What follows belongs to an exercise in optimizing a design on an open flow for small area; a production flow would make more cautious choices.
In this exercise RTL edits were held to simulation tests only and were not proved equivalent to the original.
Power is estimated from default activity; no workload was simulated.

==> wip/umber: inputs <==
Design anti_theft_fsm, start of the top module:
module anti_theft_fsm(input clk, input [4:0]btn, input [3:0]time_value,
input [1:0]time_parameter_selector, input ignition, input reset, output [1:0]led, output power, output [6:0]seg, output [3:0]an);
==> module fuel_pump, before the edit <==
module fuel_pump(input clk, input reset, input ignition, input hidden, input brake,
	output reg power);
	reg [1:0] fp;
	always @(posedge clk) begin
		power <= !reset && fp[1];
		fp[1] <= !reset && fp[0] && (fp[1] ? ignition : (hidden && brake));
		fp[0] <= !reset && (ignition || (fp[0] && !fp[1]));
	end
endmodule
Settings: LEC_CHECK=0, CAP_MARGIN=20, CORE_MARGIN=2, CORE_UTILIZATION=80, SLEW_MARGIN=20; clock period 10.0 ns.
standard.sh (not shown) runs the stock make flow with config.mk's settings and CLKGATE_MAP_FILE= SYNTH_SCRIPT=/design/flow/synth_recipe.tcl, a recipe that flattens the netlist after the stock synthesis.
==> flow/flow/run.sh <==
#!/bin/bash
# The standard layout (standard.sh) with three changes:
# - synthesis maps logic with an area-oriented ABC script (flow/synth.tcl);
# - port buffers use the smallest buffer;
# - the clock tree uses small clock buffers and no dummy balancing loads.
# make's output goes to flow_make.log; each tool's log is under orfs/logs/.
set -euo pipefail
HERE=$(pwd)
export CTS_ARGS="-sink_clustering_enable -repair_clock_nets -dont_use_dummy_load -buf_list sky130_fd_sc_hd__clkbuf_4"
export BUFFER_PORTS_ARGS="-buffer_cell sky130_fd_sc_hd__buf_1"
sed "s|SYNTH_SCRIPT=[^ ]*|SYNTH_SCRIPT=$HERE/flow/synth.tcl|" standard.sh > own_standard.sh
grep -q "SYNTH_SCRIPT=$HERE/flow/synth.tcl" own_standard.sh
bash own_standard.sh > flow_make.log 2>&1
==> flow/flow/area.abc <==
strash
dch -f
amap
==> flow/flow/synth.tcl <==
# synth_recipe.tcl with one change: the technology-mapping ABC call uses an
# area-oriented script (flow/area.abc) instead of ORFS's speed script. The
# flip-flops are mapped before ABC runs, so the registers are unchanged.
set ::my_abc_script [file join [file dirname [file normalize [info script]]] area.abc]
proc synth {args} { yosys synth -nofsm -noshare {*}$args }
proc abc {args} {
  set i [lsearch -exact $args -script]
  if { $i >= 0 } { set args [lreplace $args [expr {$i + 1}] [expr {$i + 1}] $::my_abc_script] }
  yosys abc {*}$args
}
source $::env(SCRIPTS_DIR)/synth.tcl
# left out here: clear keep_hierarchy, flatten, clean up, hide names made inside functions, write 1_2_yosys.v
==> wip/fjord (differences from wip/umber) <==
--- a/flow/design.v
+++ b/flow/design.v
@@ -150,8 +150,12 @@
 	reg [1:0] fp;
 	always @(posedge clk) begin
 		power <= !reset && fp[1];
-		fp[1] <= !reset && fp[0] && (fp[1] ? ignition : (hidden && brake));
-		fp[0] <= !reset && (ignition || (fp[0] && !fp[1]));
+		if (reset) fp <= 2'b00;
+		else if (fp[1]) begin
+			if (!ignition) fp <= 2'b00;
+		end else if (fp[0]) begin
+			if (hidden && brake) fp <= 2'b10;
+		end else if (ignition) fp <= 2'b01;
 	end
 endmodule
 module refresh(input clk, input reset, output reg [1:0] digit);
==> flow/flow/area.abc (replaced) <==
strash
&get -n
&dch -f
&nf -R 1000
&put
--- a/flow/config.mk
+++ b/flow/config.mk
@@ -7,5 +7,5 @@
 export LEC_CHECK = 0
 export CAP_MARGIN = 20
 export CORE_MARGIN = 2
-export CORE_UTILIZATION = 80
+export CORE_UTILIZATION = 70
 export SLEW_MARGIN = 20
==> run_results.csv <==
group,metric,value,unit
run_status,status,"timing/DRC/antenna clean",
floorplanning,initial_core_util,0.7261,
power,internal_power,0.7754,mW
clock_network,clkTransAtPathRegs,120,ps
floorplanning,die_h,79.81,µm
timing,slew_headroom,0.5164,
power,finalPower,1.108,mW
place,place_inst,448,
cells_and_area,seq_share,0.6449,
synthesis,synth_top_area_share,0.5076,
synthesis,netlist_top_cells_count,"102 x dfxtp_1, 65 x nor2_1, 25 x edfxtp_1, 24 x nand2_1, 23 x o21ai_0",
cells_and_area,final_layout_size_suffix_gt1_frac,0.04580,
Source of the figures above: wip/fjord

==> run_results.csv <==
group,metric,value,unit
run_status,status,"timing/DRC/antenna clean",
detailed_routing,routed_wl,7678,µm
timing,slew_headroom,0.3856,
hold_path,hold_path.startpoint,"d4.s0",
cells_and_area,seq_share,0.6486,
clock_network,clkTransAtPathRegs,110,ps
cells_and_area,final_layout_size_suffix_gt1_frac,0.04187,
synthesis,synth_top_area_share,0.5090,
floorplanning,initial_core_util,0.8382,
floorplanning,die_h,74.81,µm
power,pwr-share-comb,0.211,
power,finalPower,1.110,mW
Source of the figures above: wip/umber

port drivers added, routing unchanged:
In the flow no input, the clock included, has a driving cell. The finished layouts below were timed again as built, in two steps.
Step 1 (the two cells are an assumption about what drives the block):
set clk [get_ports {clk}]
set_driving_cell -lib_cell sky130_fd_sc_hd__clkbuf_16 $clk
set_driving_cell -lib_cell sky130_fd_sc_hd__buf_2 [delete_from_list [all_inputs] $clk]
Step 2 moves the port delays by t, midway between the first and last clock arrival at a register: inputs arrive t later, outputs are due t later. That takes back most of the time a late clock gives input paths.
Slacks: no drivers / after step 1 / after step 2; pairs: no drivers / after step 1.
| run | t, ns | setup WS [ns] | worst setup path after step 2 | latest minus earliest clock arrival (ns) | worst register clock-pin slew, ns |
|---|---|---|---|---|---|
| wip/umber | 0.510 | 5.236 / 5.206 / 5.714 | input to register | 0.040 / 0.041 | 0.11 / 0.11 |
| wip/fjord | 0.508 | 5.078 / 5.049 / 5.556 | register to output | 0.048 / 0.049 | 0.12 / 0.12 |
After both steps setup and hold are still met in every run listed.
